What follows belongs to an exercise in optimizing a design on an open flow for small area and a short achievable clock period; a production flow would make more cautious choices.
In this exercise RTL edits were held to simulation tests only and were not proved equivalent to the original.
Power figures rest on the tool's default switching activity, not on a simulated workload.

--- design/flow/config.mk ---
export PLATFORM = sky130hd
export DESIGN_NAME = pipecpu
export DESIGN_NICKNAME = pipecpu
export VERILOG_FILES = /design/flow/design.v
export SDC_FILE = /design/flow/constraint.sdc
export NUM_CORES = 8
export LEC_CHECK = 0
export CAP_MARGIN = 20
export CORE_MARGIN = 2
export CORE_UTILIZATION = 50
export CTS_CLUSTER_DIAMETER = 70
export CTS_CLUSTER_SIZE = 20
export PLACE_DENSITY = 0.75
export SLEW_MARGIN = 20
export SYNTH_HIERARCHICAL = 1
--- design/flow/constraint.sdc ---
create_clock -name core_clock -period 12.5 [get_ports {clk}]
set_input_delay 2.5000 -clock core_clock [delete_from_list [all_inputs] [get_ports {clk}]]
set_output_delay 2.5000 -clock core_clock [all_outputs]
set_load 0.01 [all_outputs]
--- design/flow/design.v ---
module pipecpu(clk, rst, instr, readdata, PC, MemWrite, aluout, writedata);
   input         clk;
   input         rst;
   input  [31:0] instr;
   input  [31:0] readdata;
   output [31:0] PC;
   output        MemWrite;
   output [31:0] aluout;
   output [31:0] writedata;
   localparam OP_ADD = 0, OP_AND = 1, OP_OR = 2, OP_XOR = 3, OP_NOR = 4,
              OP_SLT = 5, OP_SLL = 6, OP_SRL = 7, OP_SRA = 8;
   reg  [31:0] dinst;
   reg         fea, feb;
   reg         fla, flb;
   reg         fxa, fxb;
   reg  [31:0] pcn, bpcr;        
   reg  [31:0] ea, eb, es;       
   reg         ecin;             
   reg  [4:0]  esa;              
   reg  [8:0]  eop;
   reg  [4:0]  ern;
   reg         ewreg, em2reg, ewmem;
   reg  [31:0] malu, mb;
   reg  [4:0]  mrn;
   reg         mwreg, mm2reg, mwmem;
   assign MemWrite = mwmem;
   assign aluout = malu;
   assign writedata = mb;
   wire [5:0] op = dinst[31:26];
   wire [5:0] func = dinst[5:0];
   wire [4:0] rs = dinst[25:21];
   wire [4:0] rt = dinst[20:16];
   wire [4:0] rd = dinst[15:11];
   wire r_type = ~|op;
   wire i_add  = r_type & (func == 6'b100000);
   wire i_sub  = r_type & (func == 6'b100010);
   wire i_and  = r_type & (func == 6'b100100);
   wire i_or   = r_type & (func == 6'b100101);
   wire i_xor  = r_type & (func == 6'b100110);
   wire i_nor  = r_type & (func == 6'b100111);
   wire i_slt  = r_type & (func == 6'b101010);
   wire i_sll  = r_type & (func == 6'b000000);
   wire i_srl  = r_type & (func == 6'b000010);
   wire i_sra  = r_type & (func == 6'b000011);
   wire i_sllv = r_type & (func == 6'b000100);
   wire i_srlv = r_type & (func == 6'b000110);
   wire i_jr   = r_type & (func == 6'b001000);
   wire i_addi = (op == 6'b001000);
   wire i_andi = (op == 6'b001100);
   wire i_ori  = (op == 6'b001101);
   wire i_xori = (op == 6'b001110);
   wire i_lui  = (op == 6'b001111);
   wire i_lw   = (op == 6'b100011);
   wire i_sw   = (op == 6'b101011);
   wire i_beq  = (op == 6'b000100);
   wire i_bne  = (op == 6'b000101);
   wire i_j    = (op == 6'b000010);
   wire i_jal  = (op == 6'b000011);
   wire i_rs = i_add | i_sub | i_and | i_or | i_xor | i_jr | i_addi | i_andi | i_ori | i_xori |
               i_lw | i_sw | i_beq | i_bne | i_nor | i_slt | i_sllv | i_srlv;
   wire i_rt = i_add | i_sub | i_and | i_or | i_xor | i_sll | i_sllv | i_srl | i_srlv | i_sra |
               i_sw | i_beq | i_bne | i_nor | i_slt;
   wire wreg = i_add | i_sub | i_and | i_or | i_xor | i_sll | i_sllv | i_srlv | i_nor | i_slt |
               i_srl | i_sra | i_addi | i_andi | i_ori | i_xori | i_lw | i_lui | i_jal;
   wire regrt  = i_addi | i_andi | i_ori | i_xori | i_lw | i_lui;
   wire shift  = i_sll | i_srl | i_sra;
   wire aluimm = i_addi | i_lw | i_sw | i_beq | i_bne | i_lui | i_ori | i_andi | i_xori;
   wire sext   = i_addi | i_lw | i_sw | i_beq | i_bne;
   wire [4:0] rn = i_jal ? 5'd31 : regrt ? rt : rd;
   wire dwreg = wreg & (rn != 5'd0);    
   wire stall = ewreg & em2reg & (i_rs & (ern == rs) | i_rt & (ern == rt));
   reg  [31:0] rf [1:31];
   reg  [31:1] rfv;
   wire [31:0] wdi = mm2reg ? readdata : malu;
   wire [31:1] wsel;
   genvar gi;
   generate
      for (gi = 1; gi < 32; gi = gi + 1) begin : g_rf
         assign wsel[gi] = mwreg & (mrn == gi);
         always @(posedge clk)
            if (wsel[gi]) rf[gi] <= wdi;
      end
   endgenerate
   always @(posedge clk or posedge rst) begin
      if (rst) rfv <= 31'd0;
      else rfv <= rfv | wsel;
   end
   wire [31*16-1:0] rfh [0:1];    
   generate
      for (gi = 1; gi < 32; gi = gi + 1) begin : g_rfq
         assign rfh[0][(gi-1)*16 +: 16] = rf[gi][15:0];
         assign rfh[1][(gi-1)*16 +: 16] = rf[gi][31:16];
      end
   endgenerate
   wire [31:0] qa, qb;
   wire [31:1] nsela, nselb;    
   generate
      for (gi = 0; gi < 2; gi = gi + 1) begin : g_rd
         rf_read rda (.clk(clk), .rst(rst), .nsel(nsela), .d(rfh[gi]), .q(qa[gi*16 +: 16]));
         rf_read rdb (.clk(clk), .rst(rst), .nsel(nselb), .d(rfh[gi]), .q(qb[gi*16 +: 16]));
      end
   endgenerate
   wire [31:0] ealu;
   wire [31:0] ao = ({32{fla}} & readdata) | ({32{fxa}} & malu) | qa;    
   wire [31:0] bo = ({32{flb}} & readdata) | ({32{fxb}} & malu) | qb;    
   wire [31:0] a = ({32{fea}} & ealu) | ao;
   wire [31:0] b = ({32{feb}} & ealu) | bo;
   wire [31:0] ninst = stall ? dinst : instr;
   wire [4:0]  nrs = ninst[25:21];
   wire [4:0]  nrt = ninst[20:16];
   wire [31:1] nvalid = rfv | wsel;
   wire efwd = ~stall & dwreg & ~i_lw;
   wire nfea = efwd & (rn == nrs);
   wire nfeb = efwd & (rn == nrt);
   wire nfma = ewreg & (ern == nrs) & ~nfea;
   wire nfmb = ewreg & (ern == nrt) & ~nfeb;
   generate
      for (gi = 1; gi < 32; gi = gi + 1) begin : g_sel
         assign nsela[gi] = (nrs == gi) & nvalid[gi] & ~nfea & ~nfma;
         assign nselb[gi] = (nrt == gi) & nvalid[gi] & ~nfeb & ~nfmb;
      end
   endgenerate
   always @(posedge clk or posedge rst) begin
      if (rst) begin
         fea <= 1'b0;
         feb <= 1'b0;
         fla <= 1'b0;
         flb <= 1'b0;
         fxa <= 1'b0;
         fxb <= 1'b0;
      end else begin
         fea <= nfea;
         feb <= nfeb;
         fla <= nfma & em2reg;
         flb <= nfmb & em2reg;
         fxa <= nfma & ~em2reg;
         fxb <= nfmb & ~em2reg;
      end
   end
   wire [31:0] ep = ea ^ eb;
   wire [31:0] eg = ea & eb;
   wire [31:0] sum;
   wire        slt;
   alu_add add (.a(ea), .b(eb), .cin(ecin), .sum(sum), .slt(slt));
   wire [31:0] ealu_ls;
   wire [31:0] ealu_lss = ealu_ls | {31'd0, eop[OP_SLT] & slt};
   wire ntaken;
   wire fe1 = fea ^ feb;
   br_eq beq_unit (.ao(ao), .bo(bo), .p(ep), .g(eg), .ecin(ecin), .els(ealu_lss),
                   .m_same(fea & feb), .m_n(~fea & ~feb), .m_add(fe1 & eop[OP_ADD]),
                   .m_ls(fe1 & ~eop[OP_ADD]),
                   .beq(i_beq & ~stall), .bne(i_bne & ~stall), .taken(ntaken));
   wire [31:0] imm = {{16{sext & dinst[15]}}, dinst[15:0]};
   wire [31:0] bpc = pcn + {{14{dinst[15]}}, dinst[15:0], 2'b00};
   wire [31:0] jpc = {pcn[31:28], dinst[25:0], 2'b00};
   wire [31:0] pci;       
   wire [31:0] pc4 = pci + 32'd4;
   wire [31:0] npc = stall ? pci : i_jr ? a : (i_j | i_jal) ? jpc : pc4;
   always @(posedge clk or posedge rst) begin
      if (rst) pcn <= 32'd0;
      else pcn <= npc;
   end
   generate
      for (gi = 0; gi < 4; gi = gi + 1) begin : g_pc
         pc_sel psel (.clk(clk), .rst(rst), .ntaken(ntaken), .bpc(bpcr[gi*8 +: 8]),
                      .pcn(pcn[gi*8 +: 8]), .pc(PC[gi*8 +: 8]));
         pc_sel isel (.clk(clk), .rst(rst), .ntaken(ntaken), .bpc(bpcr[gi*8 +: 8]),
                      .pcn(pcn[gi*8 +: 8]), .pc(pci[gi*8 +: 8]));
      end
   endgenerate
   always @(posedge clk) bpcr <= bpc;
   always @(posedge clk or posedge rst) begin
      if (rst) dinst <= 32'd0;
      else if (!stall) dinst <= instr;
   end
   wire dsub = i_sub | i_beq | i_bne | i_slt;
   wire [8:0] dop;
   assign dop[OP_ADD] = i_add | i_addi | i_lw | i_sw | i_jal | i_sub | i_beq | i_bne;
   assign dop[OP_AND] = i_and | i_andi;
   assign dop[OP_OR]  = ~(dop[OP_ADD] | i_and | i_andi | i_xor | i_xori | i_nor | i_slt |
                          i_sll | i_sllv | i_srl | i_srlv | i_sra);
   assign dop[OP_XOR] = i_xor | i_xori;
   assign dop[OP_NOR] = i_nor;
   assign dop[OP_SLT] = i_slt;
   assign dop[OP_SLL] = i_sll | i_sllv;
   assign dop[OP_SRL] = i_srl | i_srlv;
   assign dop[OP_SRA] = i_sra;
   wire [31:0] da = i_jal ? pcn : i_lui ? 32'd0 :
                    shift ? {a[31:5], dinst[10:6]} : a;
   wire [31:0] db0 = i_jal ? 32'd4 : i_lui ? {dinst[15:0], 16'd0} :
                     aluimm ? imm : (dop[OP_OR] & ~i_or) ? 32'd0 : b;
   wire [31:0] db = dsub ? ~db0 : db0;
   always @(posedge clk) begin
      ea <= da;
      eb <= db;
      es <= b;
      ecin <= dsub;
      esa <= (i_sll ? ~dinst[10:6] : 5'd0) | ((i_srl | i_sra) ? dinst[10:6] : 5'd0) |
             (i_sllv ? ~a[4:0] : 5'd0) | (i_srlv ? a[4:0] : 5'd0);
      ern <= rn;
   end
   always @(posedge clk or posedge rst) begin
      if (rst) begin
         eop <= 9'd0;
         ewreg <= 1'b0;
         em2reg <= 1'b0;
         ewmem <= 1'b0;
      end else begin
         eop <= dop;
         ewreg <= dwreg & ~stall;
         em2reg <= i_lw;
         ewmem <= i_sw & ~stall;
      end
   end
   alu_ls ls (.p(ep), .g(eg), .s(es), .sa(esa), .op(eop[8:1]), .y(ealu_ls));
   assign ealu = ({32{eop[OP_ADD]}} & sum) | ealu_lss;
   always @(posedge clk or posedge rst) begin
      if (rst) begin
         malu <= 32'd0;
         mwreg <= 1'b0;
         mm2reg <= 1'b0;
         mwmem <= 1'b0;
      end else begin
         malu <= ealu;
         mwreg <= ewreg;
         mm2reg <= em2reg;
         mwmem <= ewmem;
      end
   end
   always @(posedge clk) begin
      mb <= es;
      mrn <= ern;
   end
endmodule
module rf_read(clk, rst, nsel, d, q);
   input              clk, rst;
   input  [31:1]      nsel;
   input  [31*16-1:0] d;
   output reg [15:0]  q;
   reg [31:1] sel;
   always @(posedge clk or posedge rst) begin
      if (rst) sel <= 31'd0;
      else sel <= nsel;
   end
   integer k;
   always @(*) begin
      q = 16'd0;
      for (k = 1; k < 32; k = k + 1)
         q = q | (d[(k-1)*16 +: 16] & {16{sel[k]}});
   end
endmodule
module alu_add(a, b, cin, sum, slt);
   input  [31:0] a, b;
   input         cin;
   output [31:0] sum;
   output        slt;
   wire [32:0] sum1 = {a, 1'b1} + {b, cin};
   assign sum = sum1[32:1];
   assign slt = (a[31] ^ ~b[31]) ? a[31] : sum[31];
endmodule
module alu_ls(p, g, s, sa, op, y);
   input  [31:0] p, g, s;       
   input  [4:0]  sa;
   input  [7:0]  op;
   output [31:0] y;
   wire left = op[5];
   wire [31:0] r0 = left  ? {s[0],     s[31:1]}  : s;
   wire [31:0] r1 = sa[0] ? {r0[0],    r0[31:1]} : r0;
   wire [31:0] r2 = sa[1] ? {r1[1:0],  r1[31:2]} : r1;
   wire [31:0] r3 = sa[2] ? {r2[3:0],  r2[31:4]} : r2;
   wire [31:0] r4 = sa[3] ? {r3[7:0],  r3[31:8]} : r3;
   wire [31:0] r5 = sa[4] ? {r4[15:0], r4[31:16]} : r4;
   wire [31:0] t;
   genvar i;
   generate
      for (i = 0; i < 32; i = i + 1) begin : g_t
         if (i == 0) assign t[i] = 1'b0;
         else assign t[i] = (sa >= 32 - i);
      end
   endgenerate
   wire fill = op[7] & s[31];
   wire [31:0] m = left ? ~{1'b1, t[31:1]} : t;
   wire [31:0] sh = (r5 & ~m) | ({32{fill}} & m);
   assign y = ({32{op[0]}} & g) |
              ({32{op[1]}} & (p | g)) |
              ({32{op[2]}} & p) |
              ({32{op[3]}} & ~(p | g)) |
              ({32{op[5] | op[6] | op[7]}} & sh);
endmodule
module br_eq(ao, bo, p, g, ecin, els, m_same, m_n, m_add, m_ls, beq, bne, taken);
   input  [31:0] ao, bo, p, g, els;
   input         ecin, m_same, m_n, m_add, m_ls, beq, bne;
   output        taken;
   wire [31:0] x = ao | bo;
   wire [31:0] c0 = {g[30:0] | p[30:0], ecin};
   wire [31:0] c1 = {g[30:0], ecin};
   wire [31:0] xm1 = {x[30:0], 1'b0};
   wire [31:0] cin_i;
   genvar i;
   generate
      for (i = 0; i < 32; i = i + 1) begin : g_c
         assign cin_i[i] = xm1[i] ? c1[i] : c0[i];
      end
   endgenerate
   wire eq_add = &(~(x ^ p ^ cin_i));
   wire eq_ls = &(~(els ^ x));
   wire eq_n = &(~(ao ^ bo));
   wire eq = m_same | (m_n & eq_n) | (m_add & eq_add) | (m_ls & eq_ls);
   assign taken = beq & eq | bne & ~eq;
endmodule
module pc_sel(clk, rst, ntaken, bpc, pcn, pc);
   input        clk, rst, ntaken;
   input  [7:0] bpc, pcn;
   output [7:0] pc;
   reg taken;
   always @(posedge clk or posedge rst) begin
      if (rst) taken <= 1'b0;
      else taken <= ntaken;
   end
   assign pc = taken ? bpc : pcn;
endmodule
--- design/flow/flow/run.sh ---
#!/bin/bash
# The standard layout, with timing repair aiming well below the clock
# period (the SDC is unchanged), plain buffers on the ports, and without the
# slow two-stage OR / AND cells (the platform's don't-use cells stay
# don't-use).
set -euo pipefail
DONT_USE="sky130_fd_sc_hd__probe_p_8 sky130_fd_sc_hd__probec_p_8 sky130_fd_sc_hd__lpflow_bleeder_1 sky130_fd_sc_hd__lpflow_clkbufkapwr_1 sky130_fd_sc_hd__lpflow_clkbufkapwr_16 sky130_fd_sc_hd__lpflow_clkbufkapwr_2 sky130_fd_sc_hd__lpflow_clkbufkapwr_4 sky130_fd_sc_hd__lpflow_clkbufkapwr_8 sky130_fd_sc_hd__lpflow_clkinvkapwr_1 sky130_fd_sc_hd__lpflow_clkinvkapwr_16 sky130_fd_sc_hd__lpflow_clkinvkapwr_2 sky130_fd_sc_hd__lpflow_clkinvkapwr_4 sky130_fd_sc_hd__lpflow_clkinvkapwr_8 sky130_fd_sc_hd__lpflow_decapkapwr_12 sky130_fd_sc_hd__lpflow_decapkapwr_3 sky130_fd_sc_hd__lpflow_decapkapwr_4 sky130_fd_sc_hd__lpflow_decapkapwr_6 sky130_fd_sc_hd__lpflow_decapkapwr_8 sky130_fd_sc_hd__lpflow_inputiso0n_1 sky130_fd_sc_hd__lpflow_inputiso0p_1 sky130_fd_sc_hd__lpflow_inputiso1n_1 sky130_fd_sc_hd__lpflow_inputiso1p_1 sky130_fd_sc_hd__lpflow_inputisolatch_1 sky130_fd_sc_hd__lpflow_isobufsrc_1 sky130_fd_sc_hd__lpflow_isobufsrc_16 sky130_fd_sc_hd__lpflow_isobufsrc_2 sky130_fd_sc_hd__lpflow_isobufsrc_4 sky130_fd_sc_hd__lpflow_isobufsrc_8 sky130_fd_sc_hd__lpflow_isobufsrckapwr_16 sky130_fd_sc_hd__lpflow_lsbuf_lh_hl_isowell_tap_1 sky130_fd_sc_hd__lpflow_lsbuf_lh_hl_isowell_tap_2 sky130_fd_sc_hd__lpflow_lsbuf_lh_hl_isowell_tap_4 sky130_fd_sc_hd__lpflow_lsbuf_lh_isowell_4 sky130_fd_sc_hd__lpflow_lsbuf_lh_isowell_tap_1 sky130_fd_sc_hd__lpflow_lsbuf_lh_isowell_tap_2 sky130_fd_sc_hd__lpflow_lsbuf_lh_isowell_tap_4 sky130_fd_sc_hd__a2111o_1 sky130_fd_sc_hd__a2111o_2 sky130_fd_sc_hd__a2111o_4 sky130_fd_sc_hd__and4_1 sky130_fd_sc_hd__and4_2 sky130_fd_sc_hd__and4_4 sky130_fd_sc_hd__and4b_1 sky130_fd_sc_hd__and4b_2 sky130_fd_sc_hd__and4b_4 sky130_fd_sc_hd__and4bb_1 sky130_fd_sc_hd__and4bb_2 sky130_fd_sc_hd__and4bb_4 sky130_fd_sc_hd__o2111a_1 sky130_fd_sc_hd__o2111a_2 sky130_fd_sc_hd__o2111a_4 sky130_fd_sc_hd__or3_1 sky130_fd_sc_hd__or3_2 sky130_fd_sc_hd__or3_4 sky130_fd_sc_hd__or3b_1 sky130_fd_sc_hd__or3b_2 sky130_fd_sc_hd__or3b_4 sky130_fd_sc_hd__or4_1 sky130_fd_sc_hd__or4_2 sky130_fd_sc_hd__or4_4 sky130_fd_sc_hd__or4b_1 sky130_fd_sc_hd__or4b_2 sky130_fd_sc_hd__or4b_4 sky130_fd_sc_hd__or4bb_1 sky130_fd_sc_hd__or4bb_2 sky130_fd_sc_hd__or4bb_4 "
bash standard.sh SETUP_SLACK_MARGIN=8.8 "BUFFER_PORTS_ARGS=-buffer_cell sky130_fd_sc_hd__buf_4" "DONT_USE_CELLS=$DONT_USE" finish > standard_flow.log 2>&1
--- design/flow/standard.sh ---
#!/bin/bash
# synth_recipe.tcl (not shown) runs the flow's synth.tcl, then flattens the netlist and writes it again
# the make line also repeats each setting of config.mk as NAME=value (left out here)
make -C /OpenROAD-flow-scripts/flow DESIGN_CONFIG=/design/flow/config.mk WORK_HOME=/design/flow/orfs CLKGATE_MAP_FILE= SYNTH_SCRIPT=/design/flow/synth_recipe.tcl "${@:-finish}"
==> summary.txt, run 1 <==
Route
The via density per instance is 7.34. Dividing the detail-routed wire length by the instance count gives 36.0 um. The violation count after the first detailed-routing iteration is 10186. The count of nets left with antenna violations once routing finished came out at 0. The detailed-routing iteration count for the pre-antenna-repair pass is 13. Across all layers, the routed design uses 56670 vias. Summed over all layers, the routed wires come to 278 mm. After detailed routing, the number of remaining DRC violations is 0.

Min path
The kind of path behind the tightest hold check is flop to flop. The worst hold path was traced through 0 stages.

Synthesis
For this run, the number of Yosys warnings is 11. The mean post-synth cell area is 12.4 sq um. The cell area after technology mapping is 70000 sq um. Of the synthesized area, sequential elements account for 0.576.

The synthesized netlist cell count is 5640. In this run, synthesis produced a sequential element count of 1448. In the synthesized netlist the dominant register cell turns out to be sky130_fd_sc_hd__edfxtp_1. The share of synthesized registers carrying an async set or reset is 0.193. The number of distinct standard cells referenced by the synthesized netlist is 106. Synthesis produced a netlist with a net count of 5836.

The count of flip-flops with a built-in enable after synthesis is 992.

Die
The floorplan step defined a die boundary enclosing 143000 sq um. Measured along the y axis, the die boundary spans 378 um. The floorplan die width is 378 um. The initialized floorplan defines 137 standard-cell rows. Pin placement for this block handled 163 I/O pins.

After floorplanning, the core was sized to cover 139000 sq um. The starting density of the core is 0.503.

Layout
The net total in the final layout is 5960. The register area is 40500 sq um. The area added between synthesis and finish is 15.4%.

The post-route non-filler standard cell count is 7725. The multi-input logic area is 29800 sq um. The top cell types in the final layout, fill and taps aside, are sky130_fd_sc_hd__edfxtp_1 (992), sky130_fd_sc_hd__a22oi_1 (681), sky130_fd_sc_hd__nand2_1 (304). The most common library cell in the layout ignoring fill and taps is sky130_fd_sc_hd__edfxtp_1.

The layout has 10953 filler cells. Of the cells placed in the final design, the portion with a size suffix greater than 1 is 0.238.

STA
The final setup violation count is 0. The clock arrives with 0.0457 ns of skew. Setup repair after global routing could not meet its margin everywhere. The relative slew slack is 0.243. The count of final hold-check violations is 0. The maximum clock rate is 226 MHz. The pin slew with the least headroom to its limit is 1.14 ns. The number of pins with negative max-slew slack in the final report was 0. Adding up every negative setup slack in the final design gives 0 ns.

The clock period minus worst slack is 4.43 ns. Dividing the final minimum period by the clock period gives 0.354.

Placement
Buffers placed on the I/O ports in this run total 162. Detailed placement finished with a half-perimeter wire length of 181 mm. The cell total after placement is 7375.

The global placement routability congestion is 1.04.

Worst setup path
The number of cells traversed by the worst register-to-register path is 14. In this run the worst setup path terminates at g_pc[2].psel.taken. The required time at the endpoint of the critical path is 13.13 ns. The endpoint identified for the worst register-to-register timing path is g_pc[2].psel.taken. The critical path data arrival time is 5.06 ns. The classification of the worst setup path is flop to flop. The critical path startpoint is g_rd[1].rdb.sel[19].

The startpoint of the worst-slack reg-to-reg timing path is g_rd[1].rdb.sel[19]. Setup slack on the worst reg-to-reg path comes out at 8.07 ns. Of all nets on the critical path, the largest fanout is 16. The worst setup path is captured at a flop.

The worst setup path is launched from a flop.

CTS
The later pin in the worst-skew pair is clocked with a latency of 0.76 ns. In this run the clock root is driven by a sky130_fd_sc_hd__clkbuf_16. Clock-pin slew was measured on the worst setup and hold paths at 0.09 ns. Buffers inserted to repair hold after CTS numbered 0. The clock tree from TritonCTS is done. The TritonCTS sink count is 1448. The clock tree synthesis step divided the H-tree into 3 levels. The worst-case clock buffer depth is 3. Counting the buffers created by CTS gives 96.

Pwr
Across the VDD grid, the largest voltage drop is 0.110 mV. The static leakage is 28.2 nW. The power density of the placed cells is 138 nW/um^2.

Run
The max-capacitance violation count is 0.

Run status
The flow ran to the end and the layout has no timing, DRC or antenna violations.

GRT
The largest net degree at the start of global routing is 64. After global routing the overflow that remains totals 0. In the global route stage, overall resource usage came out at 0.376. The via count of the first global-routing pass came to 53367. The number of antenna violations at the first check in global routing was 12.

The wire length of the first global-routing pass is 384 mm.
==> logic make-up (layout without fill, tap and decap cells) <==
group,Yosys count,count (layout),synth area share
other cells,0,8,0
compound gates,1836,1837,0.198
simple gates,1242,1242,0.0908
mux,218,218,0.0486
flops,1448,1448,0.576
fa+ha+maj,130,130,0.0236
buf+inv,565,765,0.0369
xor+xnor,201,201,0.0253
==> per-module statistics from Yosys (local to each module, per instance) <==
module	copies in the design	area, sq um	flip-flops and latches	cells
alu_add	1	1850	0	268
alu_ls	1	4360	0	526
br_eq	1	2020	0	283
pc_sel	8	160	1	11
pipecpu	1	46300	1316	2831
rf_read	4	3520	31	411
==> metal layers <==
layer | routed length (um) | global-route usage
met2 | 122000 | 0.566
met3 | 38900 | 0.116
met1 | 92900 | 0.462
met4 | 23800 | 0.263
met5 | 288 | 0
==> what timing repair did <==
action	4_1_cts	5_1_grt
pin swaps	49	80
endpoints found under the setup margin	427	277
gates resized for setup	423	177
buffers inserted	86	64
gates cloned	10	7
==> power breakdown <==
part	switching, mW	internal [mW]	leakage, nW	total [mW]
Clock	1.78	1.57	1.52	3.35
Sequential	0.234	5.38	14.1	5.62
Combinational	1.25	0.913	12.6	2.16
==> synthesized netlist by cell type, types with 83 or more instances <==
cell type / instances / share of area
sky130_fd_sc_hd__a21oi_1: 216 / 0.015
sky130_fd_sc_hd__a221oi_1: 98 / 0.012
sky130_fd_sc_hd__a22o_1: 105 / 0.013
sky130_fd_sc_hd__a22oi_1: 691 / 0.074
sky130_fd_sc_hd__and3_1: 83 / 0.0074
sky130_fd_sc_hd__buf_2: 109 / 0.0078
sky130_fd_sc_hd__clkbuf_1: 231 / 0.012
sky130_fd_sc_hd__dfrtp_1: 280 / 0.10
sky130_fd_sc_hd__dfxtp_1: 176 / 0.050
sky130_fd_sc_hd__edfxtp_1: 992 / 0.43
sky130_fd_sc_hd__ha_1: 127 / 0.023
sky130_fd_sc_hd__inv_1: 141 / 0.0076
sky130_fd_sc_hd__nand2_1: 311 / 0.017
sky130_fd_sc_hd__nand4_1: 222 / 0.020
sky130_fd_sc_hd__nor2_1: 265 / 0.014
sky130_fd_sc_hd__o21ai_0: 185 / 0.013
sky130_fd_sc_hd__xnor2_1: 110 / 0.014
sky130_fd_sc_hd__xor2_1: 90 / 0.011
==> sequential cells by signal (all words and copies together) (netlist names), 5 cells and up <==
register / flops
malu: 32
eop: 9
mrn: 5
rfv: 31
ern: 5
ea: 32
rf: 992
pcn: 32
es: 32
g_rd.rda.sel: 62
bpcr: 32
dinst: 32
mb: 32
g_rd.rdb.sel: 62
eb: 32
esa: 5
==> final cells by class <==
| cell class | count | share of cell area |
|---|---|---|
| Antenna cell | 8 | 0.000248 |
| Clock inverter | 38 | 0.00646 |
| Inverter | 145 | 0.00696 |
| Clock buffer | 137 | 0.0327 |
| Multi-Input combinational cell | 3628 | 0.369 |
| Sequential cell | 1448 | 0.502 |
| Tap cell | 1876 | 0.0291 |
| Timing Repair Buffer | 444 | 0.0541 |
| Timing Repair inverter | 1 | 0.0000930 |
==> how the worst min path moves through the flow <==
stage             end   start  slack [ns]
4_1_cts         mwmem   ewmem        0.37
6_report        mwmem   ewmem        0.38
5_1_grt         mwmem   ewmem        0.38
2_1_floorplan  mrn[1]  ern[1]        0.33
3_5_place_dp    mwmem   ewmem        0.34
3_3_place_gp    mwmem   ewmem        0.34
==> worst max-delay path, stage by stage (launching register included) <==
cell and delay, ns:
sky130_fd_sc_hd__dfrtp_2 0.65, sky130_fd_sc_hd__a22oi_1 0.32, sky130_fd_sc_hd__nand4_1 0.16, sky130_fd_sc_hd__nor2_1 0.47, sky130_fd_sc_hd__nand4_1 0.46, sky130_fd_sc_hd__a221o_1 0.45, sky130_fd_sc_hd__inv_1 0.07, sky130_fd_sc_hd__ha_1 0.22
sky130_fd_sc_hd__nor4_1 0.55, sky130_fd_sc_hd__nand4_1 0.17, sky130_fd_sc_hd__nor2_1 0.14, sky130_fd_sc_hd__a21oi_1 0.10, sky130_fd_sc_hd__o21ai_2 0.10, sky130_fd_sc_hd__a31oi_4 0.08, sky130_fd_sc_hd__mux2_4 0.38
==> metrics by stage <==
stage          worst slack [ns]  area, sq um  total power, mW  utilization  hold WS [ns]
2_1_floorplan              8.11        71000             6.82            -         0.326
3_3_place_gp               7.22        73600             7.53        0.528         0.336
3_5_place_dp               7.19        73600             7.56        0.528         0.340
4_1_cts                    8.16        79200             11.0        0.569         0.372
5_1_grt                    8.17        80700             11.4        0.580         0.379
6_report                   8.07        80700             11.1        0.580         0.380
==> run 2, diff against run 1 <==
==> design/flow/flow/run.sh (replaced) <==
#!/bin/bash
# The standard layout, with timing repair aiming well below the clock
# period (the SDC is unchanged), plain buffers on the ports, and without the
# slow two-stage OR / AND cells (the platform's don't-use cells stay
# don't-use), and resizing free to change a cell's footprint.
set -euo pipefail
DONT_USE="sky130_fd_sc_hd__probe_p_8 sky130_fd_sc_hd__probec_p_8 sky130_fd_sc_hd__lpflow_bleeder_1 sky130_fd_sc_hd__lpflow_clkbufkapwr_1 sky130_fd_sc_hd__lpflow_clkbufkapwr_16 sky130_fd_sc_hd__lpflow_clkbufkapwr_2 sky130_fd_sc_hd__lpflow_clkbufkapwr_4 sky130_fd_sc_hd__lpflow_clkbufkapwr_8 sky130_fd_sc_hd__lpflow_clkinvkapwr_1 sky130_fd_sc_hd__lpflow_clkinvkapwr_16 sky130_fd_sc_hd__lpflow_clkinvkapwr_2 sky130_fd_sc_hd__lpflow_clkinvkapwr_4 sky130_fd_sc_hd__lpflow_clkinvkapwr_8 sky130_fd_sc_hd__lpflow_decapkapwr_12 sky130_fd_sc_hd__lpflow_decapkapwr_3 sky130_fd_sc_hd__lpflow_decapkapwr_4 sky130_fd_sc_hd__lpflow_decapkapwr_6 sky130_fd_sc_hd__lpflow_decapkapwr_8 sky130_fd_sc_hd__lpflow_inputiso0n_1 sky130_fd_sc_hd__lpflow_inputiso0p_1 sky130_fd_sc_hd__lpflow_inputiso1n_1 sky130_fd_sc_hd__lpflow_inputiso1p_1 sky130_fd_sc_hd__lpflow_inputisolatch_1 sky130_fd_sc_hd__lpflow_isobufsrc_1 sky130_fd_sc_hd__lpflow_isobufsrc_16 sky130_fd_sc_hd__lpflow_isobufsrc_2 sky130_fd_sc_hd__lpflow_isobufsrc_4 sky130_fd_sc_hd__lpflow_isobufsrc_8 sky130_fd_sc_hd__lpflow_isobufsrckapwr_16 sky130_fd_sc_hd__lpflow_lsbuf_lh_hl_isowell_tap_1 sky130_fd_sc_hd__lpflow_lsbuf_lh_hl_isowell_tap_2 sky130_fd_sc_hd__lpflow_lsbuf_lh_hl_isowell_tap_4 sky130_fd_sc_hd__lpflow_lsbuf_lh_isowell_4 sky130_fd_sc_hd__lpflow_lsbuf_lh_isowell_tap_1 sky130_fd_sc_hd__lpflow_lsbuf_lh_isowell_tap_2 sky130_fd_sc_hd__lpflow_lsbuf_lh_isowell_tap_4 sky130_fd_sc_hd__a2111o_1 sky130_fd_sc_hd__a2111o_2 sky130_fd_sc_hd__a2111o_4 sky130_fd_sc_hd__and4_1 sky130_fd_sc_hd__and4_2 sky130_fd_sc_hd__and4_4 sky130_fd_sc_hd__and4b_1 sky130_fd_sc_hd__and4b_2 sky130_fd_sc_hd__and4b_4 sky130_fd_sc_hd__and4bb_1 sky130_fd_sc_hd__and4bb_2 sky130_fd_sc_hd__and4bb_4 sky130_fd_sc_hd__o2111a_1 sky130_fd_sc_hd__o2111a_2 sky130_fd_sc_hd__o2111a_4 sky130_fd_sc_hd__or3_1 sky130_fd_sc_hd__or3_2 sky130_fd_sc_hd__or3_4 sky130_fd_sc_hd__or3b_1 sky130_fd_sc_hd__or3b_2 sky130_fd_sc_hd__or3b_4 sky130_fd_sc_hd__or4_1 sky130_fd_sc_hd__or4_2 sky130_fd_sc_hd__or4_4 sky130_fd_sc_hd__or4b_1 sky130_fd_sc_hd__or4b_2 sky130_fd_sc_hd__or4b_4 sky130_fd_sc_hd__or4bb_1 sky130_fd_sc_hd__or4bb_2 sky130_fd_sc_hd__or4bb_4 "
bash standard.sh SETUP_SLACK_MARGIN=8.5 "BUFFER_PORTS_ARGS=-buffer_cell sky130_fd_sc_hd__buf_4" "DONT_USE_CELLS=$DONT_USE" MATCH_CELL_FOOTPRINT=0 finish > standard_flow.log 2>&1
==> summary.txt, run 2 <==
Layout
The area added between synthesis and finish is 10.8% (was 15.4%). The top register by number of flip-flops is rf (unchanged). Largest registers ranked by flip-flop count: rf: 992 flops, g_rd.rda.sel: 62 flops, g_rd.rdb.sel: 62 flops (unchanged). The number of fill cells in the layout is 11275 (was 10953). The most common library cell in the layout ignoring fill and taps was sky130_fd_sc_hd__edfxtp_1 (unchanged). The multi-input logic area came to 28400 sq um (was 29800 sq um).

The net total in the final layout is 5820 (was 5960). The fraction of layout cells with a size suffix above 1 is 0.185 (was 0.238). Highest-count cells in the layout ignoring fill and taps: sky130_fd_sc_hd__edfxtp_1 (992), sky130_fd_sc_hd__a22oi_1 (689), sky130_fd_sc_hd__nand2_1 (310) (was sky130_fd_sc_hd__edfxtp_1 (992), sky130_fd_sc_hd__a22oi_1 (681), sky130_fd_sc_hd__nand2_1 (304)). The post-route non-filler standard cell count is 7582 (was 7725).

The number of flip-flops under the largest register name is 992 (unchanged). The register area is 40400 sq um (was 40500 sq um).

CTS
The H-tree depth is 3 (unchanged). The clock tree from TritonCTS is done (unchanged). The count of hold buffers inserted by post-cts repair is 0 (unchanged).

The clock insertion delay at the later pin of the skew report is 0.76 ns (about the same). The worst-case clock buffer depth is 3 (unchanged). The clock tree root driver cell was sky130_fd_sc_hd__clkbuf_16 (unchanged).

The number of buffers created by CTS came to 96 (unchanged). The clock transition at the registers of the reported paths is 0.09 ns (about the same). The TritonCTS sink count is 1448 (unchanged).

Pwr
The overall power consumption is 11.1 mW (about the same). The reported net switching power is 3.23 mW (was 3.26 mW). The share of power burned in the clock network is 0.304 (was 0.301).

The relative contribution of combinational cells to total power is 0.187 (was 0.194). The power density of the placed cells came to 143 nW/um^2 (was 138 nW/um^2). The internal power was 7.82 mW (was 7.87 mW). The static leakage is 27.3 nW (was 28.2 nW). The maximum ir drop on the vdd rail is 0.124 mV (was 0.110 mV).

The fraction of power spent switching nets is 0.293 (about the same). The register share of total power is 0.508 (was 0.505).

Worst setup path
The critical path data arrival time is 1.82 ns (was 5.06 ns). The type of element launching the critical path is a flop (unchanged). The minimum setup slack among reg-to-reg paths is 8.19 ns (was 8.07 ns). The highest fanout seen on the critical path is 8 (was 16).

List of cells traversed by the critical path: buf_12 > mux2_4 > buf_6 (was a22oi_1 > nand4_1 > nor2_1 > nand4_1 > a221o_1 > inv_1 > ha_1 > nor4_1 > nand4_1 > nor2_1 > a21oi_1 > o21ai_2 > a31oi_4 > mux2_4). The element type at the critical path end is a primary output (was flop). The cell type of the slowest stage on the worst timing path is sky130_fd_sc_hd__dfrtp_2 (unchanged). The classification of the worst setup path was flop to primary output (was flop to flop).

The required time at the endpoint of the critical path was 10.00 ns (was 13.13 ns). The largest stage delay on the critical path is 0.42 ns (was 0.65 ns).

GRT
The via count of the first global-routing pass is 52531 (was 53367). The wire length of the first global-routing pass is 381 mm (was 384 mm). The largest net degree at the start of global routing is 68 (was 64).

The number of antenna violations at the first check in global routing is 15 (was 12). The total global routing overflow is 0 (unchanged). The overall routing resource usage is 0.375 (was 0.376).

Synthesis
The mean post-synth cell area came to 12.4 sq um (unchanged). The number of distinct standard cells referenced by the synthesized netlist came to 106 (unchanged). Most common library cells after synthesis: sky130_fd_sc_hd__edfxtp_1 (992), sky130_fd_sc_hd__a22oi_1 (691), sky130_fd_sc_hd__nand2_1 (311) (unchanged).

The number of storage elements in the synthesis netlist was 1448 (unchanged). The area share of the largest cell type after synthesis was 0.426 (unchanged). The dominant cell by count in the synthesized netlist was sky130_fd_sc_hd__edfxtp_1 (unchanged).

The number of nets in the synthesized netlist is 5836 (unchanged). The most used flip-flop cell after synthesis is sky130_fd_sc_hd__edfxtp_1 (unchanged). The synthesized netlist cell count is 5640 (unchanged). The cell area after technology mapping is 70000 sq um (unchanged). The number of warnings printed during yosys synthesis is 11 (unchanged). The cell taking the most area after synthesis is sky130_fd_sc_hd__edfxtp_1 (unchanged). Top cells by area, synth: sky130_fd_sc_hd__edfxtp_1 (43%), sky130_fd_sc_hd__dfrtp_1 (10%), sky130_fd_sc_hd__a22oi_1 (7.4%), sky130_fd_sc_hd__dfxtp_1 (5.0%), sky130_fd_sc_hd__ha_1 (2.3%) (unchanged).

The count of flip-flops with a built-in enable after synthesis came to 992 (unchanged). The post-synthesis sequential area ratio is 0.576 (unchanged). The share of synthesized registers carrying an async set or reset is 0.193 (unchanged).

Run status
Status: timing/DRC/antenna clean (unchanged).

Min path
The kind of path behind the tightest hold check is flop to flop (unchanged).

Placement
The count of input and output buffers is 162 (unchanged). The cell total after placement is 7368 (was 7375). The global placement routability congestion was 1.01 (was 1.04). The sum of net half-perimeters after detailed placement is 184 mm (was 181 mm).

Die
The number of placed I/O pins was 163 (unchanged). The total core area was 139000 sq um (unchanged). The floorplan die area is 143000 sq um (unchanged).

The starting density of the core was 0.503 (unchanged). The floorplan die height is 378 um (unchanged). The number of rows created at floorplan is 137 (unchanged). The floorplan die width came to 378 um (unchanged).

Run
The max-capacitance violation count is 0 (unchanged).

STA
The worst hold-check slack is 0.357 ns (was 0.380 ns). The pin slew with the least headroom to its limit is 1.23 ns (was 1.14 ns). The number of pins with negative max-slew slack in the final report is 0 (unchanged). RSZ-0062 raised after global routing: yes (unchanged). The setup skew after layout is 0.0464 ns (was 0.0457 ns).

The final period utilization came to 0.345 (was 0.354). The accumulated negative setup slack is 0 ns (unchanged). The maximum clock rate is 232 MHz (was 226 MHz).

The count of final hold-check violations came to 0 (unchanged). The relative slew slack is 0.180 (was 0.243). The final setup violation count was 0 (unchanged). The clock period minus worst slack is 4.32 ns (was 4.43 ns).

Route
The detailed-routing iteration count for the pre-antenna-repair pass was 9 (was 13). The via count came to 55317 (was 56670). The via density per instance is 7.30 (was 7.34). The wire length after detailed routing is 275 mm (was 278 mm).

The wire length per cell after detailed routing is 36.3 um (was 36.0 um). The residual DRC count is 0 (unchanged). The post-route antenna net violation count is 0 (unchanged). The violation count after the first detailed-routing iteration is 10147 (was 10186).
run 2: cell count changes in the layout (fill, tap and decap cells not counted), sizes merged:
cell | previous run | this run
bufinv | 2 | 4
clkinv | 18 | 10
clkbuf | 142 | 143
buf | 437 | 301
clkinvlp | 5 | 4
a21o | 80 | 79
bufbuf | 2 | 0
diode | 8 | 6
inv | 159 | 163
run 2: critical path: cells and delay by family, from the launching register on:
| kind | cells | cell delay (ns) |
|---|---|---|
| DFF | 1 | 0.42 |
| muxes | 1 | 0.35 |
| buffers and inverters | 2 | 0.29 |
run 2: worst paths after layout:
path                                      from                  to  cells after the start
setup / recovery            g_pc[0].psel.taken               PC[7]                      3
hold / removal                           ewmem               mwmem                      0
setup reg to reg           g_rd[1].rdb.sel[19]  g_pc[2].psel.taken                     13
hold reg to reg                          ewmem               mwmem                      0
max in group asynchronous                  rst                 feb                      4
min in group asynchronous                  rst  g_pc[3].psel.taken                      2
run 2: cell type report:
type	count	share of cell area
Antenna cell	6	0.000194
Clock inverter	35	0.00652
Sequential cell	1448	0.521
Timing Repair Buffer	305	0.0342
Clock buffer	139	0.0339
Tap cell	1876	0.0303
Timing Repair inverter	1	0.0000968
Inverter	145	0.00715
Multi-Input combinational cell	3627	0.366
run 2: cell families after synthesis:
group,count (synthesis),share of synthesized area
AO/OA/AOI/OAI,1836,0.198
adder cells (fa/ha/maj),130,0.0236
AND/OR/NAND/NOR,1242,0.0908
multiplexers,218,0.0486
XOR/XNOR,201,0.0253
buffers and inverters,565,0.0369
flip-flops,1448,0.576
run 2: power groups by stage:
stage	sequential [mW]	clock (mW)	combinational (mW)
floorplan	5.60	0	1.21
global placement	5.71	0	1.85
detailed placement	5.71	0	1.88
CTS	5.61	3.37	1.99
global route	5.63	3.54	2.18
finish	5.62	3.37	2.07
run 2: per-module statistics from Yosys (local to each module, per instance):
| module | flip-flops and latches | area (sq um) | cells |
|---|---|---|---|
| pc_sel | 1 | 160 | 11 |
| pipecpu | 1316 | 46300 | 2831 |
| alu_add | 0 | 1850 | 268 |
| alu_ls | 0 | 4360 | 526 |
| rf_read | 31 | 3520 | 411 |
| br_eq | 0 | 2020 | 283 |
run 2: per-stage QoR:
step / area [sq um] / setup WS, ns / util
after global routing: 77500 / 8.16 / 0.557
final: 77500 / 8.18 / 0.557
after CTS: 77000 / 8.18 / 0.553
after floorplan: 70100 / 8.11 / -
after detailed placement: 72800 / 7.23 / 0.523
after global placement: 72800 / 7.31 / 0.523
run 2: per-layer routing:
layer / global-route usage / wire length, um / vias up
met2: 0.571 / 122000 / 4550
met1: 0.468 / 94900 / 27300
met3: 0.101 / 35500 / 1001
met4: 0.253 / 22300 / 16
li1: - / - / 22450
met5: 0 / 113 / -
run 2: repair_timing:
action                     in CTS  in global routing
setup buffers                  15                 15
gates resized for setup       229                103
pin swaps                      32                 39
setup endpoints to repair     324                257
cloned                          4                  0
==> run 3, diff against run 2 <==
--- a/design/flow/design.v
+++ b/design/flow/design.v
@@ -161,11 +161,13 @@
       else pcn <= npc;
    end
    generate
-      for (gi = 0; gi < 4; gi = gi + 1) begin : g_pc
-         pc_sel psel (.clk(clk), .rst(rst), .ntaken(ntaken), .bpc(bpcr[gi*8 +: 8]),
-                      .pcn(pcn[gi*8 +: 8]), .pc(PC[gi*8 +: 8]));
-         pc_sel isel (.clk(clk), .rst(rst), .ntaken(ntaken), .bpc(bpcr[gi*8 +: 8]),
-                      .pcn(pcn[gi*8 +: 8]), .pc(pci[gi*8 +: 8]));
+      for (gi = 0; gi < 8; gi = gi + 1) begin : g_pc
+         pc_sel psel (.clk(clk), .rst(rst), .ntaken(ntaken), .bpc(bpcr[gi*4 +: 4]),
+                      .pcn(pcn[gi*4 +: 4]), .pc(PC[gi*4 +: 4]));
+      end
+      for (gi = 0; gi < 2; gi = gi + 1) begin : g_pci
+         pci_sel isel (.clk(clk), .rst(rst), .ntaken(ntaken), .bpc(bpcr[gi*16 +: 16]),
+                       .pcn(pcn[gi*16 +: 16]), .pc(pci[gi*16 +: 16]));
       end
    endgenerate
    always @(posedge clk) bpcr <= bpc;
@@ -310,8 +312,19 @@
 endmodule
 module pc_sel(clk, rst, ntaken, bpc, pcn, pc);
    input        clk, rst, ntaken;
-   input  [7:0] bpc, pcn;
-   output [7:0] pc;
+   input  [3:0] bpc, pcn;
+   output [3:0] pc;
+   reg taken;
+   always @(posedge clk or posedge rst) begin
+      if (rst) taken <= 1'b0;
+      else taken <= ntaken;
+   end
+   assign pc = taken ? bpc : pcn;
+endmodule
+module pci_sel(clk, rst, ntaken, bpc, pcn, pc);
+   input         clk, rst, ntaken;
+   input  [15:0] bpc, pcn;
+   output [15:0] pc;
    reg taken;
    always @(posedge clk or posedge rst) begin
       if (rst) taken <= 1'b0;
==> design/flow/flow/run.sh (replaced) <==
#!/bin/bash
# The standard layout, with timing repair aiming well below the clock
# period (the SDC is unchanged), plain buffers on the ports, and without the
# slow two-stage OR / AND cells (the platform's don't-use cells stay
# don't-use).
set -euo pipefail
DONT_USE="sky130_fd_sc_hd__probe_p_8 sky130_fd_sc_hd__probec_p_8 sky130_fd_sc_hd__lpflow_bleeder_1 sky130_fd_sc_hd__lpflow_clkbufkapwr_1 sky130_fd_sc_hd__lpflow_clkbufkapwr_16 sky130_fd_sc_hd__lpflow_clkbufkapwr_2 sky130_fd_sc_hd__lpflow_clkbufkapwr_4 sky130_fd_sc_hd__lpflow_clkbufkapwr_8 sky130_fd_sc_hd__lpflow_clkinvkapwr_1 sky130_fd_sc_hd__lpflow_clkinvkapwr_16 sky130_fd_sc_hd__lpflow_clkinvkapwr_2 sky130_fd_sc_hd__lpflow_clkinvkapwr_4 sky130_fd_sc_hd__lpflow_clkinvkapwr_8 sky130_fd_sc_hd__lpflow_decapkapwr_12 sky130_fd_sc_hd__lpflow_decapkapwr_3 sky130_fd_sc_hd__lpflow_decapkapwr_4 sky130_fd_sc_hd__lpflow_decapkapwr_6 sky130_fd_sc_hd__lpflow_decapkapwr_8 sky130_fd_sc_hd__lpflow_inputiso0n_1 sky130_fd_sc_hd__lpflow_inputiso0p_1 sky130_fd_sc_hd__lpflow_inputiso1n_1 sky130_fd_sc_hd__lpflow_inputiso1p_1 sky130_fd_sc_hd__lpflow_inputisolatch_1 sky130_fd_sc_hd__lpflow_isobufsrc_1 sky130_fd_sc_hd__lpflow_isobufsrc_16 sky130_fd_sc_hd__lpflow_isobufsrc_2 sky130_fd_sc_hd__lpflow_isobufsrc_4 sky130_fd_sc_hd__lpflow_isobufsrc_8 sky130_fd_sc_hd__lpflow_isobufsrckapwr_16 sky130_fd_sc_hd__lpflow_lsbuf_lh_hl_isowell_tap_1 sky130_fd_sc_hd__lpflow_lsbuf_lh_hl_isowell_tap_2 sky130_fd_sc_hd__lpflow_lsbuf_lh_hl_isowell_tap_4 sky130_fd_sc_hd__lpflow_lsbuf_lh_isowell_4 sky130_fd_sc_hd__lpflow_lsbuf_lh_isowell_tap_1 sky130_fd_sc_hd__lpflow_lsbuf_lh_isowell_tap_2 sky130_fd_sc_hd__lpflow_lsbuf_lh_isowell_tap_4 sky130_fd_sc_hd__a2111o_1 sky130_fd_sc_hd__a2111o_2 sky130_fd_sc_hd__a2111o_4 sky130_fd_sc_hd__and4_1 sky130_fd_sc_hd__and4_2 sky130_fd_sc_hd__and4_4 sky130_fd_sc_hd__and4b_1 sky130_fd_sc_hd__and4b_2 sky130_fd_sc_hd__and4b_4 sky130_fd_sc_hd__and4bb_1 sky130_fd_sc_hd__and4bb_2 sky130_fd_sc_hd__and4bb_4 sky130_fd_sc_hd__o2111a_1 sky130_fd_sc_hd__o2111a_2 sky130_fd_sc_hd__o2111a_4 sky130_fd_sc_hd__or3_1 sky130_fd_sc_hd__or3_2 sky130_fd_sc_hd__or3_4 sky130_fd_sc_hd__or3b_1 sky130_fd_sc_hd__or3b_2 sky130_fd_sc_hd__or3b_4 sky130_fd_sc_hd__or4_1 sky130_fd_sc_hd__or4_2 sky130_fd_sc_hd__or4_4 sky130_fd_sc_hd__or4b_1 sky130_fd_sc_hd__or4b_2 sky130_fd_sc_hd__or4b_4 sky130_fd_sc_hd__or4bb_1 sky130_fd_sc_hd__or4bb_2 sky130_fd_sc_hd__or4bb_4 "
bash standard.sh SETUP_SLACK_MARGIN=8.5 "BUFFER_PORTS_ARGS=-buffer_cell sky130_fd_sc_hd__buf_4" "DONT_USE_CELLS=$DONT_USE" finish > standard_flow.log 2>&1
--- a/design/flow/config.mk
+++ b/design/flow/config.mk
@@ -8,8 +8,8 @@
 export CAP_MARGIN = 20
 export CORE_MARGIN = 2
 export CORE_UTILIZATION = 50
-export CTS_CLUSTER_DIAMETER = 70
-export CTS_CLUSTER_SIZE = 20
+export CTS_CLUSTER_DIAMETER = 85
+export CTS_CLUSTER_SIZE = 25
 export PLACE_DENSITY = 0.75
 export SLEW_MARGIN = 20
 export SYNTH_HIERARCHICAL = 1
==> summary.txt, run 3 <==
Run
The max-capacitance violation count was 0 (unchanged).

Layout
The number of flip-flops under the largest register name is 992 (unchanged). The register area is 40500 sq um (was 40400 sq um). The top register by number of flip-flops was rf (unchanged). The multi-input logic area was 28400 sq um (about the same). The post-route non-filler standard cell count came to 7548 (was 7582). The number of fill cells in the layout is 11268 (was 11275). Largest registers ranked by flip-flop count: rf: 992 flops, g_rd.rda.sel: 62 flops, g_rd.rdb.sel: 62 flops (unchanged). The most common library cell in the layout ignoring fill and taps is sky130_fd_sc_hd__edfxtp_1 (unchanged). The fraction of layout cells with a size suffix above 1 was 0.185 (about the same).

The area of all placed cells without fillers is 76800 sq um (was 77500 sq um). The area added between synthesis and finish was 10.1% (was 10.8%). Highest-count cells in the layout ignoring fill and taps: sky130_fd_sc_hd__edfxtp_1 (992), sky130_fd_sc_hd__a22oi_1 (690), sky130_fd_sc_hd__nand2_1 (308) (was sky130_fd_sc_hd__edfxtp_1 (992), sky130_fd_sc_hd__a22oi_1 (689), sky130_fd_sc_hd__nand2_1 (310)). The net total in the final layout was 5810 (was 5820).

Synthesis
The area share of the largest cell type after synthesis is 0.427 (was 0.426). The number of distinct standard cells referenced by the synthesized netlist came to 105 (was 106). The dominant cell by count in the synthesized netlist is sky130_fd_sc_hd__edfxtp_1 (unchanged). The cell area after technology mapping is 69800 sq um (was 70000 sq um).

The cell taking the most area after synthesis is sky130_fd_sc_hd__edfxtp_1 (unchanged). The post-synthesis sequential area ratio is 0.578 (was 0.576). The mean post-synth cell area is 12.4 sq um (about the same). The synthesized netlist cell count came to 5641 (was 5640). The most used flip-flop cell after synthesis is sky130_fd_sc_hd__edfxtp_1 (unchanged). Most common library cells after synthesis: sky130_fd_sc_hd__edfxtp_1 (992), sky130_fd_sc_hd__a22oi_1 (691), sky130_fd_sc_hd__nand2_1 (312) (was sky130_fd_sc_hd__edfxtp_1 (992), sky130_fd_sc_hd__a22oi_1 (691), sky130_fd_sc_hd__nand2_1 (311)). The count of flip-flops with a built-in enable after synthesis is 992 (unchanged).

The share of synthesized registers carrying an async set or reset is 0.194 (was 0.193). Top cells by area, synth: sky130_fd_sc_hd__edfxtp_1 (43%), sky130_fd_sc_hd__dfrtp_1 (10%), sky130_fd_sc_hd__a22oi_1 (7.4%), sky130_fd_sc_hd__dfxtp_1 (5.0%), sky130_fd_sc_hd__ha_1 (2.3%) (unchanged). The number of storage elements in the synthesis netlist is 1450 (was 1448).

The number of nets in the synthesized netlist is 5837 (was 5836). The number of warnings printed during yosys synthesis was 12 (was 11).

Worst setup path
The classification of the worst setup path is flop to flop (was flop to primary output). The element type at the critical path end is a flop (was primary output). The type of element launching the critical path is a flop (unchanged). The critical path data arrival time is 4.88 ns (was 1.82 ns). The required time at the endpoint of the critical path is 13.11 ns (was 10.00 ns). The highest fanout seen on the critical path was 16 (was 8).

Route
The via count is 55258 (was 55317). The wire length per cell after detailed routing is 35.7 um (was 36.3 um). The via density per instance is 7.32 (was 7.30). The wire length after detailed routing is 269 mm (was 275 mm). The post-route antenna net violation count came to 0 (unchanged). The residual DRC count came to 0 (unchanged).

The violation count after the first detailed-routing iteration came to 9557 (was 10147). The detailed-routing iteration count for the pre-antenna-repair pass is 10 (was 9).

CTS
The clock insertion delay at the later pin of the skew report is 0.74 ns (was 0.76 ns). The clock transition at the registers of the reported paths is 0.10 ns (was 0.09 ns). The number of buffers created by CTS is 75 (was 96). The worst-case clock buffer depth is 3 (unchanged). The count of hold buffers inserted by post-cts repair was 0 (unchanged). The H-tree depth was 3 (unchanged). The clock tree from TritonCTS was done (unchanged).

The TritonCTS sink count was 1450 (was 1448). The clock tree root driver cell is sky130_fd_sc_hd__clkbuf_16 (unchanged).

GRT
The overall routing resource usage is 0.368 (was 0.375). The via count of the first global-routing pass was 51800 (was 52531). The number of antenna violations at the first check in global routing was 16 (was 15). The total global routing overflow is 0 (unchanged).

The wire length of the first global-routing pass came to 376 mm (was 381 mm). The largest net degree at the start of global routing is 147 (was 68).

Die
The floorplan die height is 378 um (about the same). The total core area is 139000 sq um (about the same). The starting density of the core is 0.502 (was 0.503). The number of rows created at floorplan was 137 (unchanged). The number of placed I/O pins is 163 (unchanged). The floorplan die area is 143000 sq um (about the same). The floorplan die width is 378 um (about the same).

Pwr
The power density of the placed cells was 138 nW/um^2 (was 143 nW/um^2). The static leakage is 27.0 nW (was 27.3 nW). The overall power consumption is 10.6 mW (was 11.1 mW). The maximum ir drop on the vdd rail is 0.110 mV (was 0.124 mV).

Run status
Status: timing/DRC/antenna clean (unchanged).

STA
The relative slew slack is 0.205 (was 0.180). The final setup violation count came to 0 (unchanged). The maximum clock rate is 234 MHz (was 232 MHz).

The clock period minus worst slack is 4.26 ns (was 4.32 ns). The number of pins with negative max-slew slack in the final report was 0 (unchanged). The worst hold-check slack is 0.363 ns (was 0.357 ns). The pin slew with the least headroom to its limit was 1.19 ns (was 1.23 ns).

The count of final hold-check violations is 0 (unchanged). RSZ-0062 raised after global routing: yes (unchanged). The final period utilization is 0.341 (was 0.345). The setup skew after layout came to 0.0485 ns (was 0.0464 ns). The accumulated negative setup slack is 0 ns (unchanged).

Placement
The cell total after placement is 7380 (was 7368). The global placement routability congestion is 1.04 (was 1.01). The sum of net half-perimeters after detailed placement was 181 mm (was 184 mm). The area after detailed placement was 72700 sq um (was 72800 sq um). The count of input and output buffers is 162 (unchanged).

Min path
The kind of path behind the tightest hold check is flop to flop (unchanged).
[run 3: cell types whose count changed after synthesis, sizes merged, moves of 2 or more]
| cell | delta |
|---|---|
| a21oi | +2 |
| buf | -7 |
| clkbuf | +3 |
| dfrtp | +2 |
| nor2 | -2 |
| xnor2 | -2 |
| xor2 | +2 |
[run 3: per-stage QoR]
| step | setup WS (ns) | util |
|---|---|---|
| 6_report | 8.24 | 0.553 |
| 5_1_grt | 8.18 | 0.553 |
| 4_1_cts | 8.25 | 0.548 |
| 3_5_place_dp | 7.14 | 0.523 |
| 3_3_place_gp | 7.07 | 0.523 |
| 2_1_floorplan | 8.10 | - |
[run 3: worst paths after layout]
kind,start,to,slack [ns],cells past startpoint
max,g_rd[1].rda.sel[16],g_pc[2].psel.taken,8.24,14
min,ewmem,mwmem,0.36,0
max reg2reg,g_rd[1].rda.sel[16],g_pc[2].psel.taken,8.24,14
min reg2reg,ewmem,mwmem,0.36,0
max in group asynchronous,rst,malu[15],9.52,3
min in group asynchronous,rst,g_pci[1].isel.taken,1.73,2
[run 3: kinds of logic (layout without fill, tap and decap cells)]
kind of cell,Yosys count,after routing,share of synthesized area
buffers and inverters,562,582,0.0368
AOI/OAI and AO/OA,1836,1838,0.199
adders and majority gates,130,130,0.0236
and+or+nand+nor,1244,1244,0.0911
other,0,8,0
xor gates and xnor gates,201,201,0.0253
DFF,1450,1450,0.578
muxes,218,219,0.0463
[run 3: power breakdown]
part | switching (mW) | internal (mW) | leakage (nW)
sequential | 0.231 | 5.39 | 14.2
combinational | 1.23 | 0.841 | 11.6
clock | 1.65 | 1.25 | 1.16
[run 3: area by class of cell]
type                    instances  share of cell area
well taps                    1876              0.0305
inverters                     146             0.00723
clock inverters                23             0.00405
clock buffers                 104              0.0272
multi-input cells            3632               0.370
repair buffers                309              0.0341
diodes                          8            0.000261
flip-flops and latches       1450               0.527
[run 3: per-module statistics from Yosys (local to each module, per instance)]
module,cells,flops+latches
alu_add,269,0
alu_ls,526,0
pipecpu,2831,1316
rf_read,411,31
pci_sel,20,1
pc_sel,6,1
br_eq,283,0
[run 3: worst max-delay path, stage by stage (launching register included)]
cell	delay, ns
sky130_fd_sc_hd__dfrtp_1	0.70
sky130_fd_sc_hd__a22oi_1	0.35
sky130_fd_sc_hd__nand4_1	0.12
sky130_fd_sc_hd__nor2_1	0.43
sky130_fd_sc_hd__nand4_1	0.36
sky130_fd_sc_hd__a221o_1	0.41
sky130_fd_sc_hd__inv_2	0.09
sky130_fd_sc_hd__ha_4	0.16
sky130_fd_sc_hd__xor2_1	0.25
sky130_fd_sc_hd__nand4_1	0.19
sky130_fd_sc_hd__nor4_4	0.33
sky130_fd_sc_hd__nand4_1	0.14
sky130_fd_sc_hd__o21ai_2	0.18
sky130_fd_sc_hd__a31oi_4	0.08
sky130_fd_sc_hd__mux2_4	0.37
[run 3: what timing repair did]
item,CTS,global route
pin swaps,28,39
gates cloned,4,1
gates resized for setup,248,146
setup buffers,14,14
setup endpoints to repair,257,197
[run 3: per-layer routing]
| layer | global-route usage | wire length (um) | part of all wire | vias to the layer above |
|---|---|---|---|---|
| met5 | 0 | 80 | 0.00030 | - |
| met4 | 0.241 | 21300 | 0.079 | 12 |
| met3 | 0.101 | 36200 | 0.13 | 973 |
| met2 | 0.568 | 120000 | 0.45 | 4711 |
| met1 | 0.454 | 91500 | 0.34 | 27154 |
| li1 | - | - | - | 22408 |
==> run 4, diff against run 3 <==
==> design/flow/flow/run.sh (replaced) <==
#!/bin/bash
# The standard layout, with:
# - synthesis: the standard flow's own synthesis script, with a delay-driven ABC script
#   (strash; dch; map -D; buffer; upsize; dnsize) for the final technology
#   mapping in place of ORFS's abc_speed.script; registers are untouched;
# - timing repair aiming well below the clock period (the SDC is unchanged);
# - plain buffers on the ports;
# - without the slow two-stage OR / AND cells (the platform's don't-use cells
#   stay don't-use).
set -euo pipefail
W=$(pwd)
cat > "$W/synth_abc.tcl" <<EOT
proc abc {args} {
   set rest {}
   set skip 0
   foreach a \$args {
      if {\$skip} { set skip 0; continue }
      if {\$a eq "-script"} { set skip 1; continue }
      lappend rest \$a
   }
   yosys abc -script "+strash;dch;map,-D,1300;buffer;upsize,-D,1300;dnsize,-D,1300" {*}\$rest
}
source $W/synth_recipe.tcl
EOT
DONT_USE="sky130_fd_sc_hd__probe_p_8 sky130_fd_sc_hd__probec_p_8 sky130_fd_sc_hd__lpflow_bleeder_1 sky130_fd_sc_hd__lpflow_clkbufkapwr_1 sky130_fd_sc_hd__lpflow_clkbufkapwr_16 sky130_fd_sc_hd__lpflow_clkbufkapwr_2 sky130_fd_sc_hd__lpflow_clkbufkapwr_4 sky130_fd_sc_hd__lpflow_clkbufkapwr_8 sky130_fd_sc_hd__lpflow_clkinvkapwr_1 sky130_fd_sc_hd__lpflow_clkinvkapwr_16 sky130_fd_sc_hd__lpflow_clkinvkapwr_2 sky130_fd_sc_hd__lpflow_clkinvkapwr_4 sky130_fd_sc_hd__lpflow_clkinvkapwr_8 sky130_fd_sc_hd__lpflow_decapkapwr_12 sky130_fd_sc_hd__lpflow_decapkapwr_3 sky130_fd_sc_hd__lpflow_decapkapwr_4 sky130_fd_sc_hd__lpflow_decapkapwr_6 sky130_fd_sc_hd__lpflow_decapkapwr_8 sky130_fd_sc_hd__lpflow_inputiso0n_1 sky130_fd_sc_hd__lpflow_inputiso0p_1 sky130_fd_sc_hd__lpflow_inputiso1n_1 sky130_fd_sc_hd__lpflow_inputiso1p_1 sky130_fd_sc_hd__lpflow_inputisolatch_1 sky130_fd_sc_hd__lpflow_isobufsrc_1 sky130_fd_sc_hd__lpflow_isobufsrc_16 sky130_fd_sc_hd__lpflow_isobufsrc_2 sky130_fd_sc_hd__lpflow_isobufsrc_4 sky130_fd_sc_hd__lpflow_isobufsrc_8 sky130_fd_sc_hd__lpflow_isobufsrckapwr_16 sky130_fd_sc_hd__lpflow_lsbuf_lh_hl_isowell_tap_1 sky130_fd_sc_hd__lpflow_lsbuf_lh_hl_isowell_tap_2 sky130_fd_sc_hd__lpflow_lsbuf_lh_hl_isowell_tap_4 sky130_fd_sc_hd__lpflow_lsbuf_lh_isowell_4 sky130_fd_sc_hd__lpflow_lsbuf_lh_isowell_tap_1 sky130_fd_sc_hd__lpflow_lsbuf_lh_isowell_tap_2 sky130_fd_sc_hd__lpflow_lsbuf_lh_isowell_tap_4 sky130_fd_sc_hd__a2111o_1 sky130_fd_sc_hd__a2111o_2 sky130_fd_sc_hd__a2111o_4 sky130_fd_sc_hd__and4_1 sky130_fd_sc_hd__and4_2 sky130_fd_sc_hd__and4_4 sky130_fd_sc_hd__and4b_1 sky130_fd_sc_hd__and4b_2 sky130_fd_sc_hd__and4b_4 sky130_fd_sc_hd__and4bb_1 sky130_fd_sc_hd__and4bb_2 sky130_fd_sc_hd__and4bb_4 sky130_fd_sc_hd__o2111a_1 sky130_fd_sc_hd__o2111a_2 sky130_fd_sc_hd__o2111a_4 sky130_fd_sc_hd__or3_1 sky130_fd_sc_hd__or3_2 sky130_fd_sc_hd__or3_4 sky130_fd_sc_hd__or3b_1 sky130_fd_sc_hd__or3b_2 sky130_fd_sc_hd__or3b_4 sky130_fd_sc_hd__or4_1 sky130_fd_sc_hd__or4_2 sky130_fd_sc_hd__or4_4 sky130_fd_sc_hd__or4b_1 sky130_fd_sc_hd__or4b_2 sky130_fd_sc_hd__or4b_4 sky130_fd_sc_hd__or4bb_1 sky130_fd_sc_hd__or4bb_2 sky130_fd_sc_hd__or4bb_4 "
bash standard.sh "SYNTH_SCRIPT=$W/synth_abc.tcl" SETUP_SLACK_MARGIN=8.5 "BUFFER_PORTS_ARGS=-buffer_cell sky130_fd_sc_hd__buf_4" "DONT_USE_CELLS=$DONT_USE" finish > standard_flow.log 2>&1
==> summary.txt, run 4 <==
Worst setup path
The critical path data arrival time is 4.93 ns (was 4.88 ns). The cell type of the slowest stage on the worst timing path is sky130_fd_sc_hd__dfrtp_4 (was sky130_fd_sc_hd__dfrtp_1). The family with the most delay on the worst path was compound AO/OA/AOI/OAI gates (was simple AND/OR/NAND/NOR gates). The type of element launching the critical path is a flop (unchanged). The element type at the critical path end is a flop (unchanged).

The largest stage delay on the critical path came to 0.52 ns (was 0.70 ns).

Layout
The top register by number of flip-flops is rf (unchanged). The register area is 40500 sq um (about the same). The area added between synthesis and finish is 13.5% (was 10.1%).

The most common library cell in the layout ignoring fill and taps is sky130_fd_sc_hd__edfxtp_1 (unchanged). The number of fill cells in the layout is 11555 (was 11268). The net total in the final layout came to 6663 (was 5810).

The number of flip-flops under the largest register name is 992 (unchanged). The multi-input logic area is 29200 sq um (was 28400 sq um). The post-route non-filler standard cell count is 8419 (was 7548).

GRT
The largest net degree at the start of global routing is 64 (was 147). The via count of the first global-routing pass is 54435 (was 51800). The wire length of the first global-routing pass is 396 mm (was 376 mm).

The overall routing resource usage is 0.386 (was 0.368). The number of antenna violations at the first check in global routing came to 23 (was 16).

Synthesis
The number of distinct standard cells referenced by the synthesized netlist is 85 (was 105). The share of synthesized registers carrying an async set or reset came to 0.194 (unchanged). The mean post-synth cell area is 11.1 sq um (was 12.4 sq um). The number of storage elements in the synthesis netlist is 1450 (unchanged). The post-synthesis sequential area ratio was 0.577 (was 0.578). The area share of the largest cell type after synthesis was 0.426 (was 0.427).

The number of nets in the synthesized netlist came to 6521 (was 5837). The dominant cell by count in the synthesized netlist was sky130_fd_sc_hd__edfxtp_1 (unchanged).

Min path
The kind of path behind the tightest hold check is flop to flop (unchanged).

CTS
The clock tree from TritonCTS is done (unchanged). The clock insertion delay at the later pin of the skew report is 0.74 ns (about the same).

Route
The via count came to 59126 (was 55258). The wire length per cell after detailed routing is 33.8 um (was 35.7 um).

Die
The number of rows created at floorplan was 137 (unchanged). The floorplan die height is 378 um (about the same). The floorplan die area is 143000 sq um (about the same). The number of placed I/O pins is 163 (unchanged).

STA
The count of final hold-check violations is 0 (unchanged). The accumulated negative setup slack was 0 ns (unchanged). The setup skew after layout is 0.0407 ns (was 0.0485 ns). The pin slew with the least headroom to its limit is 1.14 ns (was 1.19 ns). The number of pins with negative max-slew slack in the final report is 0 (unchanged). The worst hold-check slack came to 0.369 ns (was 0.363 ns).

Pwr
The maximum ir drop on the vdd rail is 0.146 mV (was 0.110 mV). The overall power consumption is 11.5 mW (was 10.6 mW).

Placement
The sum of net half-perimeters after detailed placement came to 197 mm (was 181 mm). The global placement routability congestion was 1.05 (was 1.04).

Run status
Status: timing/DRC/antenna clean (unchanged).

Run
The max-capacitance violation count is 0 (unchanged).
==> run 4: cell types whose count changed after synthesis, sizes merged, moves of 111 or more <==
| cell | before | now |
|---|---|---|
| nand2 | 312 | 722 |
| o21ai | 205 | 316 |
| buf | 174 | 63 |
| nor2 | 266 | 421 |
| inv | 144 | 391 |
| nand3 | 78 | 279 |
==> run 4: worst paths after layout <==
check,start,endpoint,slack (ns),cells after the start
max in group asynchronous,rst,eop[6],9.11,3
max reg2reg,eop[6],g_pc[7].psel.taken,8.24,22
min in group asynchronous,rst,g_pc[0].psel.taken,1.74,2
min,es[8],mb[8],0.37,0
min reg2reg,es[8],mb[8],0.37,0
max,eop[6],g_pc[7].psel.taken,8.24,22
==> run 4: per-stage QoR <==
| stage | utilization | cell area [sq um] | setup slack (ns) |
|---|---|---|---|
| 2_1_floorplan | - | 69900 | 8.09 |
| 3_3_place_gp | 0.526 | 73300 | 6.46 |
| 3_5_place_dp | 0.527 | 73300 | 6.79 |
| 4_1_cts | 0.557 | 77600 | 8.24 |
| 5_1_grt | 0.570 | 79300 | 8.17 |
| 6_report | 0.570 | 79400 | 8.24 |
==> run 4: modules after synthesis, one instance, submodules excluded <==
module   times used  flip-flops and latches  cells
alu_add           1                       0    296
alu_ls            1                       0    836
br_eq             1                       0    297
pc_sel            8                       1      6
pci_sel           2                       1     20
pipecpu           1                    1316   3084
rf_read           4                      31    431
==> run 4: cell families after synthesis <==
family / share of synthesized area
mux: 0.0165
compound gates: 0.209
xor+xnor: 0.0177
fa+ha+maj: 0.0236
simple gates: 0.116
buf+inv: 0.0395
flops: 0.577
==> run 4: layout make-up <==
class / count / area share
tap: 1876 / 0.0296
antenna: 12 / 0.000378
timing repair buffer: 361 / 0.0402
multi-input combinational: 4183 / 0.368
clock inverter: 26 / 0.00512
inverter: 394 / 0.0194
sequential: 1450 / 0.510
clock buffer: 117 / 0.0271
==> run 4: layer usage <==
metal / vias to the layer above / global-route usage / wire length (um)
met5: - / 0.00172 / 156
met4: 20 / 0.210 / 20100
met3: 867 / 0.0947 / 35700
met2: 4633 / 0.598 / 127000
met1: 28934 / 0.501 / 102000
li1: 24672 / - / -
==> run 4: repair_timing <==
item	in CTS	in global routing
hold buffers	0	0
gates resized for setup	332	349
buffers inserted	40	41
pin swaps	50	82
cloned	4	9
endpoints found under the setup margin	299	231
==> run 4: report_power, final <==
group	switching [mW]	internal [mW]
combinational	1.70	0.955
clock	1.70	1.27
sequential	0.302	5.54
total	3.70	7.76
